This design comes from an exercise in tuning for small area on the open sky130 flow, not from production work. Function was checked by simulation only, so behaviour that the tests miss may differ from the original.

## flow/design.v (module list and top-level ports; edited modules follow where they fit)
// module fir_fa: 10 lines
// module fir_ha: 9 lines
// module fir_inst: 6060 lines
module fir_inst (
    input                clk,
    input                rst,
    input                data_in_vld,
    input  signed [15:0] data_in,
    output signed [36:0] data_out,
    output reg           data_out_vld
);
  // ...
==> flow/flow/run.sh <==
#!/bin/bash
# The standard layout (the standard.sh: standard synthesis, floorplan,
# placement, CTS, routing), with two changes:
#  - clock tree synthesis does not insert dummy loads (the leaf clusters are
#    balanced well enough without them);
#  - the buffer that placement puts on every input and output port is the
#    platform's smallest plain buffer (buf_1) instead of the delay cell that
#    buffer_ports picks by default.
# Everything else, including the synthesis, is the standard flow.
set -euo pipefail
export CTS_ARGS="-sink_clustering_enable -repair_clock_nets -dont_use_dummy_load -sink_clustering_size 30 -sink_clustering_max_diameter 70"
export BUFFER_PORTS_ARGS="-buffer_cell sky130_fd_sc_hd__buf_1"
bash standard.sh > standard_flow.log 2>&1
==> flow/standard.sh <==
#!/bin/bash
# synth_recipe.tcl (not shown) runs the flow's synth.tcl, then flattens the netlist and writes it again
# the make line also repeats each setting of config.mk as NAME=value (left out here)
make -C /OpenROAD-flow-scripts/flow DESIGN_CONFIG=/design/flow/config.mk WORK_HOME=/design/flow/orfs CLKGATE_MAP_FILE= SYNTH_SCRIPT=/design/flow/synth_recipe.tcl "${@:-finish}"
==> flow/config.mk <==
export PLATFORM = sky130hd
export DESIGN_NAME = fir_inst
export DESIGN_NICKNAME = fir_inst
export VERILOG_FILES = /design/flow/design.v
export SDC_FILE = /design/flow/constraint.sdc
export NUM_CORES = 4
export LEC_CHECK = 0
export CAP_MARGIN = 20
export CORE_MARGIN = 2
export CORE_UTILIZATION = 62
export CTS_CLUSTER_DIAMETER = 70
export CTS_CLUSTER_SIZE = 30
export PLACE_DENSITY = 0.7
export SLEW_MARGIN = 20
export SYNTH_HIERARCHICAL = 1
export SYNTH_MINIMUM_KEEP_SIZE = 0
==> flow/constraint.sdc <==
create_clock -name core_clock -period 9.0 [get_ports {clk}]
set_input_delay 1.8000 -clock core_clock [delete_from_list [all_inputs] [get_ports {clk}]]
set_output_delay 1.8000 -clock core_clock [all_outputs]
set_load 0.01 [all_outputs]
==> flow_metrics.py, run 1 <==
metrics = {
    "status": {
        "status": "timing/DRC/antenna clean",
    },
    "global_route": {
        "met3_usage_pct": 17.5,
        "grt.total_usage_pct": 41.9,
        "use_met1_pct": 64.1,
    },
    "timing": {
        "whs_ns": 0.335,
        "fin_crit_sh_pct": 94.4,
        "grt_setup_unrepaired": "no",
        "fin_skew_ns": 0.130,
        "layout_setup_ws_ns": 0.507,
    },
    "yosys": {
        "synth_cells": 5168,
        "syn_nets": 7252,
        "synthFlopType": "edfxtp_1",
        "synth_edf_count": 1120,
        "ys_ff_latch": 1375,
    },
    "final_layout": {
        "design.seq.count": 1375,
        "regArea_mm2": 0.0387,
        "largest_register": "x",
        "largest_class": "multi-input combinational cells",
        "fin_cells": 6995,
        "buffers": 96,
        "layout_common_cells": "1,804 x fa_1, 1,120 x edfxtp_1, 565 x nand2_1",
    },
    "critical_path": {
        "worst_setup_path_start_kind": "flop",
        "crit_type": "flop to flop",
        "critPathMaxFanout": 3,
    },
    "place": {
        "dp_cells": 6896,
        "gp_congestion": 1.08,
    },
    "worst_hold_path": {
        "holdPathEnd": "r2_n7706",
    },
    "cts": {
        "root_buffer": "clkbuf_16",
    },
    "route": {
        "highest-signal-layer": "met4",
        "wire_per_inst_um": 40.9,
        "wl_met3_um": 44400,
        "dr_wl_met2_um": 118000,
        "via_count": 45300,
    },
    "floorplan": {
        "dieArea_mm2": 0.140,
        "rows": 136,
    },
}
==> run 2, diff against run 1 <==
--- a/flow/config.mk
+++ b/flow/config.mk
@@ -9,6 +9,6 @@
 export CORE_MARGIN = 2
-export CORE_UTILIZATION = 62
+export CORE_UTILIZATION = 72
 export CTS_CLUSTER_DIAMETER = 70
 export CTS_CLUSTER_SIZE = 30
-export PLACE_DENSITY = 0.7
+export PLACE_DENSITY = 0.79
 export SLEW_MARGIN = 20
==> flow_metrics.py, run 2 <==
metrics = {
    "status": {
        "status": "timing/DRC/antenna clean",
    },
    "place": {
        "port_buffers": 56,
        "dp_hpwl_um": 243000,
        "dp_slack_ns": 0.670,
        "gp_congestion": 1.10,
        "place_area_mm2": 0.0869,
    },
    "yosys": {
        "synth-simple-area-share_pct": 5.27,
        "synth_cells": 5168,
        "ys_warn_count": 7,
        "ys_ff_latch": 1375,
        "synth_top_family_by_area": "adder cells",
        "yosys.area_share.xor_xnor_pct": 0.195,
        "netlist.area_leader.share_pct": 42.4,
        "synth_area_leaders": "fa_1 42%, edfxtp_1 39%, dfxtp_1 5.9%, ha_1 3.8%, nand2_1 2.5%",
        "synthFlopType": "edfxtp_1",
        "muxShareOfSynthArea_pct": 0,
        "yosysMostFrequentCell": "fa_1",
        "synth-compound-area-share_pct": 0.285,
        "synthAdderAreaFrac_pct": 46.2,
        "synth.cell_area_mm2": 0.0852,
        "ys_types": 34,
        "yosysSeqAreaShare_pct": 45.5,
        "synth_area_leader_cell": "fa_1",
        "syn_nets": 7252,
        "ys_async_sr_fraction_pct": 0.145,
        "synth_edf_count": 1120,
        "syn_area_per_cell_um2": 16.5,
        "ys_top_cells_by_count": "1,804 x fa_1, 1,120 x edfxtp_1, 565 x nand2_1, 547 x nor2_1, 356 x inv_1",
    },
    "route": {
        "first_pass_iters": 10,
        "drt-total-wl_um": 290000,
        "ant_nets": 0,
        "drt_iter0_markers": 8577,
        "wire_per_inst_um": 43.1,
        "drc": 0,
        "via_count": 47200,
        "via_per_inst": 7.02,
    },
    "job": {
        "max_cap_viol_count": 0,
    },
    "final_layout": {
        "areaGrowthSynthToFinish_pct": 4.63,
        "final_common_cell": "fa_1",
        "drive_above_1_share_pct": 2.64,
        "largest_register": "x",
        "stdcell_area_mm2": 0.0891,
        "layout_common_cells": "1,804 x fa_1, 1,120 x edfxtp_1, 565 x nand2_1",
        "nets": 7274,
        "largest_reg_flops": 1120,
    },
    "floorplan": {
        "rows": 126,
        "dieHeight_um": 348,
        "core-area_mm2": 0.118,
        "io_pins": 57,
        "die_x_um": 348,
        "dieArea_mm2": 0.121,
        "initial_core_util_pct": 72.3,
    },
    "timing": {
        "layout_setup_ws_ns": 0.441,
        "setup_violations": 0,
        "worstMarginPinSlew_ns": 1.21,
        "fmaxAchievable_ghz": 0.117,
        "layout_min_cycle_time_ns": 8.56,
        "hold_violations": 0,
        "maxSlewHeadroom_pct": 19.1,
        "fin_skew_ns": 0.105,
        "drv_slew": 0,
        "fin_crit_sh_pct": 95.1,
        "grt_setup_unrepaired": "no",
    },
    "global_route": {
        "grt_max_degree": 195,
        "antenna_found_initial": 14,
        "grt.total_usage_pct": 49.7,
        "grt_first_pass_wirelength_um": 391000,
        "grt_overflow_total": 0,
        "grt_pass1_vias": 49100,
    },
    "cts": {
        "post_cts_resized": 0,
        "cts_tree": "built",
        "hold_buffers": 0,
        "cts_buffers": 89,
        "clock-sinks": 1375,
        "postCtsSetupRepairBufs": 0,
        "htree_levels": 3,
        "clk_latency_ns": 0.78,
        "clk_pin_slew_ns": 0.10,
        "root_buffer": "clkbuf_16",
        "clockBufferDepth": 3,
    },
    "critical_path": {
        "worstPathRequired_ns": 9.62,
        "cp.arrival_ns": 9.18,
        "worst_setup_path_start_kind": "flop",
        "critPathMaxFanout": 3,
        "endpoint_kind": "flop",
        "rrSetupSlack_ns": 0.44,
        "crit_type": "flop to flop",
    },
    "worst_hold_path": {
        "hold_class": "flop to flop",
    },
}
==> run 2: cell counts after synthesis <==
No cell type changed its count.
==> run 2: final timing paths <==
check                         start            to  cells past startpoint
min in group asynchronous       rst          vld1                      2
min reg2reg                r1_n7706      r2_n7706                      0
max in group asynchronous       rst  data_out_vld                      2
min                        r1_n7706      r2_n7706                      0
max                          x[496]      r1_n8692                     16
max reg2reg                  x[496]      r1_n8692                     16
==> run 2: per-layer routing <==
metal	up-vias	global-route usage, %	share of wire, %
met5	-	0.640	0.073
met4	18	19.0	5.1
met3	737	26.1	19
met2	4805	67.3	41
met1	25100	69.6	34
li1	16500	-	-
==> run 2: logic make-up (layout without fill, tap and decap cells) <==
group,after synthesis,after routing
other,0,4
AND/OR/NAND/NOR,1154,1154
flip-flops,1375,1375
XOR/XNOR,19,19
buffers and inverters,519,539
adder cells (fa/ha/maj),2066,2066
AO/OA/AOI/OAI,35,35
==> run 2: cell type report <==
class / instances / area (µm²)
multi-input cells: 3274 / 44300
flip-flops and latches: 1375 / 38700
fillers: 6335 / 28600
clock buffers: 89 / 2230
well taps: 1536 / 1920
inverters: 358 / 1350
repair buffers: 92 / 597
diodes: 4 / 10.0
==> run 2: worst max-delay path, stage by stage (launching register included) <==
cell	delay (ns)
edfxtp_1	0.42
ha_1	0.55
fa_1	0.48
fa_1	0.43
fa_1	0.47
fa_1	0.60
fa_1	0.56
fa_1	0.52
ha_1	0.31
fa_1	0.64
fa_1	0.50
fa_1	0.49
fa_1	0.50
fa_1	0.55
fa_1	0.46
fa_1	0.53
fa_1	0.41
==> run 2: per-module statistics from Yosys (local to each module, per instance) <==
module	flops+latches	cells inside
fir_fa	0	1
fir_ha	0	1
fir_inst	1375	3121
==> run 2: per-stage QoR <==
step	TNS, ns	std cells	hold WS [ns]	utilization, %
2_1_floorplan	-1671.61	5168	0.310	-
3_3_place_gp	0	6634	0.312	73.8
3_5_place_dp	0	6635	0.313	73.8
4_1_cts	0	6724	0.332	75.7
5_1_grt	0	6724	0.326	75.7
6_report	0	6728	0.328	75.7

==> port drivers added, routing unchanged <==
In the flow no input, the clock included, has a driving cell. The finished layouts below were timed again as built, in two steps. Step 1 sets driving cells, clkbuf_16 on the clock port and buf_2 on the other inputs (assumed; they add their load-dependent delay and slew). Step 2 moves the port delays by t, midway between the first and last clock arrival at a register: inputs arrive t later, outputs are due t later. That takes back most of the time a late clock gives input paths. Slacks: ideal / step 1 / step 2; pairs: ideal / step 1.
| run | t (ns) | slack for setup (ns) | hold WS [ns] | slew at the worst register clock pin (ns) | cell pins on the clock port's net |
|---|---|---|---|---|---|
| run 1 | 0.817 | 0.507 / 0.507 / 0.507 | 0.335 / 0.335 / 0.335 | 0.11 / 0.11 | 1 |
| run 2 | 0.809 | 0.441 / 0.441 / 0.441 | 0.328 / 0.328 / 0.328 | 0.11 / 0.11 | 1 |
After both steps setup and hold are still met in every run listed.
